Background: an optimization exercise with open tools, aiming at small area. Do not read the settings as production practice.
Function was checked by simulation only, so behaviour that the tests miss may differ from the original.
Power figures rest on the tool's default switching activity, not on a simulated workload.

==> job 688: inputs <==
==> flow/design.v <==
`timescale 1ns / 1ps
module sync_fifo #(
    parameter DATA_WIDTH = 8,
    parameter DEPTH = 32,
    parameter ALMOST_COUNT = 2
) (
    input wire clk,
    input wire reset,
    input wire wr_en,
    input wire rd_en,
    input wire [DATA_WIDTH-1:0] wr_data,
    output reg [DATA_WIDTH-1:0] rd_data,
    output wire empty,
    output wire full,
    output wire almost_empty,
    output wire almost_full,
    output wire valid,
    output wire overflow,
    output wire underflow,
    output wire [DEPTH:0] count
);
reg [DEPTH:0] wr_ptr;
reg [DEPTH:0] rd_ptr;
reg [DATA_WIDTH-1:0] memory [0:DEPTH-1];
    always @(posedge clk or posedge reset) begin
    if(reset) begin
        wr_ptr <= 0;
        rd_ptr <= 0;
    end else begin
        if(wr_en && !full) begin
            memory[wr_ptr[$clog2(DEPTH)-1:0]] <= wr_data;
            wr_ptr <= wr_ptr + 1;
        end
        if(rd_en && !empty) begin
            rd_data <= memory[rd_ptr[$clog2(DEPTH)-1:0]];
            rd_ptr <= rd_ptr + 1;
        end
    end
end
assign empty = (wr_ptr == rd_ptr);
assign full = (wr_ptr == rd_ptr + 32);
assign almost_empty = (wr_ptr - rd_ptr <= ALMOST_COUNT && rd_ptr != wr_ptr);
assign almost_full = (wr_ptr - rd_ptr >= DEPTH - ALMOST_COUNT && !full);
assign valid = (rd_en && !empty);
assign overflow = (wr_en && full);
assign underflow = (rd_en && empty);
assign count = wr_ptr - rd_ptr;
endmodule
==> flow/run.sh <==
#!/bin/bash
# synth_recipe.tcl (not shown) runs the flow's synth.tcl, then flattens the netlist and writes it again
# the make line also repeats each setting of config.mk as NAME=value (left out here)
make -C /OpenROAD-flow-scripts/flow DESIGN_CONFIG=/design/flow/config.mk WORK_HOME=/design/flow/orfs CLKGATE_MAP_FILE= SYNTH_SCRIPT=/design/flow/synth_recipe.tcl finish
==> flow/config.mk <==
export PLATFORM = sky130hd
export DESIGN_NAME = sync_fifo
export DESIGN_NICKNAME = sync_fifo
export VERILOG_FILES = /design/flow/design.v
export SDC_FILE = /design/flow/constraint.sdc
export NUM_CORES = 4
export LEC_CHECK = 0
export CAP_MARGIN = 20
export CORE_MARGIN = 2
export CORE_UTILIZATION = 40
export SLEW_MARGIN = 20
==> flow/constraint.sdc <==
create_clock -name core_clock -period 6.5 [get_ports {clk}]
set_input_delay 1.3000 -clock core_clock [delete_from_list [all_inputs] [get_ports {clk}]]
set_output_delay 1.3000 -clock core_clock [all_outputs]
set_load 0.01 [all_outputs]
==> job 7971: changes against job 688 <==
==> flow/design.v (replaced) <==
module sync_fifo #(
    parameter DATA_WIDTH = 8,
    parameter DEPTH = 32,
    parameter ALMOST_COUNT = 2
) (
    input wire clk,
    input wire reset,
    input wire wr_en,
    input wire rd_en,
    input wire [DATA_WIDTH-1:0] wr_data,
    output reg [DATA_WIDTH-1:0] rd_data,
    output wire empty,
    output wire full,
    output wire almost_empty,
    output wire almost_full,
    output wire valid,
    output wire overflow,
    output wire underflow,
    output wire [DEPTH:0] count
);
localparam AW = $clog2(DEPTH);
reg [AW:0] n;                           
reg [DATA_WIDTH-1:0] mem [0:DEPTH-1];   
assign empty        = (n == 0);
assign full         = n[AW];
assign almost_empty = (n != 0) && (n <= ALMOST_COUNT);
assign almost_full  = !n[AW] && (n >= DEPTH - ALMOST_COUNT);
assign valid        = rd_en && !empty;
assign overflow     = wr_en && full;
assign underflow    = rd_en && empty;
assign count        = {{(DEPTH-AW){1'b0}}, n};
wire do_wr = wr_en && !full;
wire do_rd = valid;
wire up = do_wr && !do_rd;
wire dn = do_rd && !do_wr;
reg [AW:0] tgl;
reg all1, all0;
integer k;
always @(*) begin
    all1 = 1'b1;
    all0 = 1'b1;
    for (k = 0; k <= AW; k = k + 1) begin
        tgl[k] = (up && all1) || (dn && all0);
        all1 = all1 && n[k];
        all0 = all0 && !n[k];
    end
end
always @(posedge clk or posedge reset) begin
    if (reset)
        n <= 0;
    else
        n <= n ^ tgl;
end
integer i;
always @(posedge clk) begin
    if (do_wr) begin
        mem[0] <= wr_data;
        for (i = 1; i < DEPTH; i = i + 1)
            mem[i] <= mem[i-1];
    end
end
wire [DEPTH-1:0] nsel = {{(DEPTH-1){1'b0}}, 1'b1} << n[AW-1:0];
wire [DEPTH-1:0] rsel = {nsel[0], nsel[DEPTH-1:1]};
localparam NG = (DEPTH + 2) / 3;             
wire [DATA_WIDTH-1:0] grp_n [0:NG-1];        
genvar g, b;
generate
    for (g = 0; g < NG; g = g + 1) begin : grp
        for (b = 0; b < DATA_WIDTH; b = b + 1) begin : bit_
            if (3*g + 2 < DEPTH) begin : full3
                sync_fifo_aoi222 u (
                    .a1(rsel[3*g]),   .a2(mem[3*g][b]),
                    .b1(rsel[3*g+1]), .b2(mem[3*g+1][b]),
                    .c1(rsel[3*g+2]), .c2(mem[3*g+2][b]),
                    .y(grp_n[g][b]));
            end else begin : part2
                sync_fifo_aoi22 u (
                    .a1(rsel[3*g]),   .a2(mem[3*g][b]),
                    .b1(rsel[3*g+1]), .b2(mem[3*g+1][b]),
                    .y(grp_n[g][b]));
            end
        end
    end
endgenerate
reg [DATA_WIDTH-1:0] rword;
integer j;
always @(*) begin
    rword = {DATA_WIDTH{1'b1}};
    for (j = 0; j < NG; j = j + 1)
        rword = rword & grp_n[j];
    rword = ~rword;
end
always @(posedge clk) begin
    if (do_rd)
        rd_data <= rword;
end
endmodule
module sync_fifo_aoi222 (
    input wire a1, a2, b1, b2, c1, c2,
    output wire y
);
assign y = ~((a1 & a2) | (b1 & b2) | (c1 & c2));
endmodule
module sync_fifo_aoi22 (
    input wire a1, a2, b1, b2,
    output wire y
);
assign y = ~((a1 & a2) | (b1 & b2));
endmodule
==> flow/flow/run.sh (new file) <==
#!/bin/bash
# Own layout flow: the standard flow (standard.sh), with
#  - synthesis identical except for the ABC script used for the
#    combinational mapping (flow/abc_area.script, an area-oriented
#    mapping); registers are mapped exactly as in the standard synthesis;
#  - smaller port buffers, one shared tie cell, and a clock tree of small
#    buffers without dummy loads.
# Each tool's full output goes to the ORFS logs under orfs/logs and to
# standard.log in this folder.
set -euo pipefail
HERE=$(pwd)
mkdir -p mysynth
sed "s#log_cmd abc {\*}\$abc_args#log_cmd abc {*}[lreplace \$abc_args 1 1 $HERE/flow/abc_area.script]#" \
    "$FLOW_HOME/scripts/synth.tcl" > mysynth/synth.tcl
grep -q "flow/abc_area.script" mysynth/synth.tcl
sed "s#\$::env(SCRIPTS_DIR)/synth.tcl#$HERE/mysynth/synth.tcl#" synth_recipe.tcl > mysynth/synth_recipe.tcl
grep -q "mysynth/synth.tcl" mysynth/synth_recipe.tcl

source "$HERE/flow/settings.sh"

bash standard.sh \
    SYNTH_SCRIPT="$HERE/mysynth/synth_recipe.tcl" \
    "${EXTRA[@]}" \
    finish > standard.log 2>&1
==> flow/flow/abc_area.script (new file) <==
strash
&get -n
&st
&syn2
&dch
&nf -R 1000
&put
==> flow/flow/settings.sh (new file) <==
EXTRA=(
    CORE_UTILIZATION=70
    SKIP_REPAIR_TIE_FANOUT=1
    "SYNTH_KEEP_MODULES=sync_fifo_aoi222 sync_fifo_aoi22"
    "BUFFER_PORTS_ARGS=-buffer_cell sky130_fd_sc_hd__buf_1"
    "CTS_ARGS=-sink_clustering_enable -repair_clock_nets -dont_use_dummy_load -buf_list {sky130_fd_sc_hd__clkbuf_4 sky130_fd_sc_hd__clkbuf_16} -root_buf sky130_fd_sc_hd__clkbuf_4 -tree_buf sky130_fd_sc_hd__clkbuf_4 -sink_clustering_buffer sky130_fd_sc_hd__clkbuf_16 -sink_clustering_size 32 -sink_clustering_max_diameter 100"
)
==> flow/standard.sh (new file) <==
#!/bin/bash
# synth_recipe.tcl (not shown) runs the flow's synth.tcl, then flattens the netlist and writes it again
# the make line also repeats each setting of config.mk as NAME=value (left out here)
make -C /OpenROAD-flow-scripts/flow DESIGN_CONFIG=/design/flow/config.mk WORK_HOME=/design/flow/orfs CLKGATE_MAP_FILE= SYNTH_SCRIPT=/design/flow/synth_recipe.tcl "${@:-finish}"
removed: flow/run.sh
==> run notes <==
Via count: job 7971 is smaller than job 688 (55%). In job 688 the hold slack is higher than in job 7971, by 0.10 ns. The synthesized cell count of job 688 is 2.6 times that of job 7971. In job 688 the sequential power is lower than in job 7971, by about 7%. Of job 688 and job 7971, job 7971 has the higher fmax (gap 35%, measured against job 7971). Of job 7971 and job 688, job 688 has the higher final cell count (gap about 60%, measured against job 688). Clock power: job 7971 is lower than job 688 (65%). Of job 688 and job 7971, job 688 has the higher design area (gap about 80%, measured against job 7971).
==> figures <==
quantity                                                                job 688              job 7971
Result of the run                                      timing/DRC/antenna clean  timing/DRC/antenna clean
Placed Instances                                                          1,834                   685
Routed length on met2                                                   20.1 mm               9.09 mm
Violation count after the first detailed-route iteration                  1,317                   914
Maximum cell stage delay along the critical path                        0.56 ns               0.52 ns
Fraction of the mapped netlist area in adder cells                        3.73%                0.257%
Critical Path Start                                       wr_ptr[0]$_DFFE_PP0P_        n[1]$_DFF_PP0_
Worst R2R Setup Slack                                                   1.52 ns               3.63 ns
Signal buffers share of area                                              4.52%                 1.73%
Proportion of cell area occupied by multi-input gates                     31.4%                 14.0%
Routability congestion estimate from global placement                     0.921                 0.808
Area enclosed by the die boundary                                    0.0406 mm2            0.0149 mm2
Hold Startpoint                                           wr_ptr[5]$_DFFE_PP0P_  mem[11][3]$_DFFE_PP_
Number of synthesized register bits                                         330                   270
Number of synthesis warnings                                                  2                     3
Global-route wire length before repair                                  68.1 mm               27.5 mm
Final core utilization                                                    47.0%                 74.2%
Row cnt                                                                      72                    43

==> re-timing with driven ports <==
In the flow no input, the clock included, has a driving cell. The finished layouts below were timed again as built, in two steps. Step 1 (the two cells are an assumption about what drives the block):
set clk [get_ports {clk}]
set_driving_cell -lib_cell sky130_fd_sc_hd__clkbuf_16 $clk
set_driving_cell -lib_cell sky130_fd_sc_hd__buf_2 [delete_from_list [all_inputs] $clk]
Step 2 also shifts input and output timing later by t, the mid clock arrival at the registers, as if the neighbouring blocks saw the same clock. Slacks: no drivers / after step 1 / after step 2; pairs: no drivers / after step 1.
| run | t (ns) | setup WS [ns] | hold WS [ns] | worst setup path at the end | worst data-port slew with drivers (ns) |
|---|---|---|---|---|---|
| job 688 | 0.574 | 0.294 / 0.243 / 0.817 | 0.515 / 0.515 / 0.515 | register to output | 0.04 |
| job 7971 | 0.603 | 2.484 / 2.450 / 3.047 | 0.413 / 0.413 / 0.413 | input to output | 0.03 |
After both steps setup and hold are still met in every run listed.
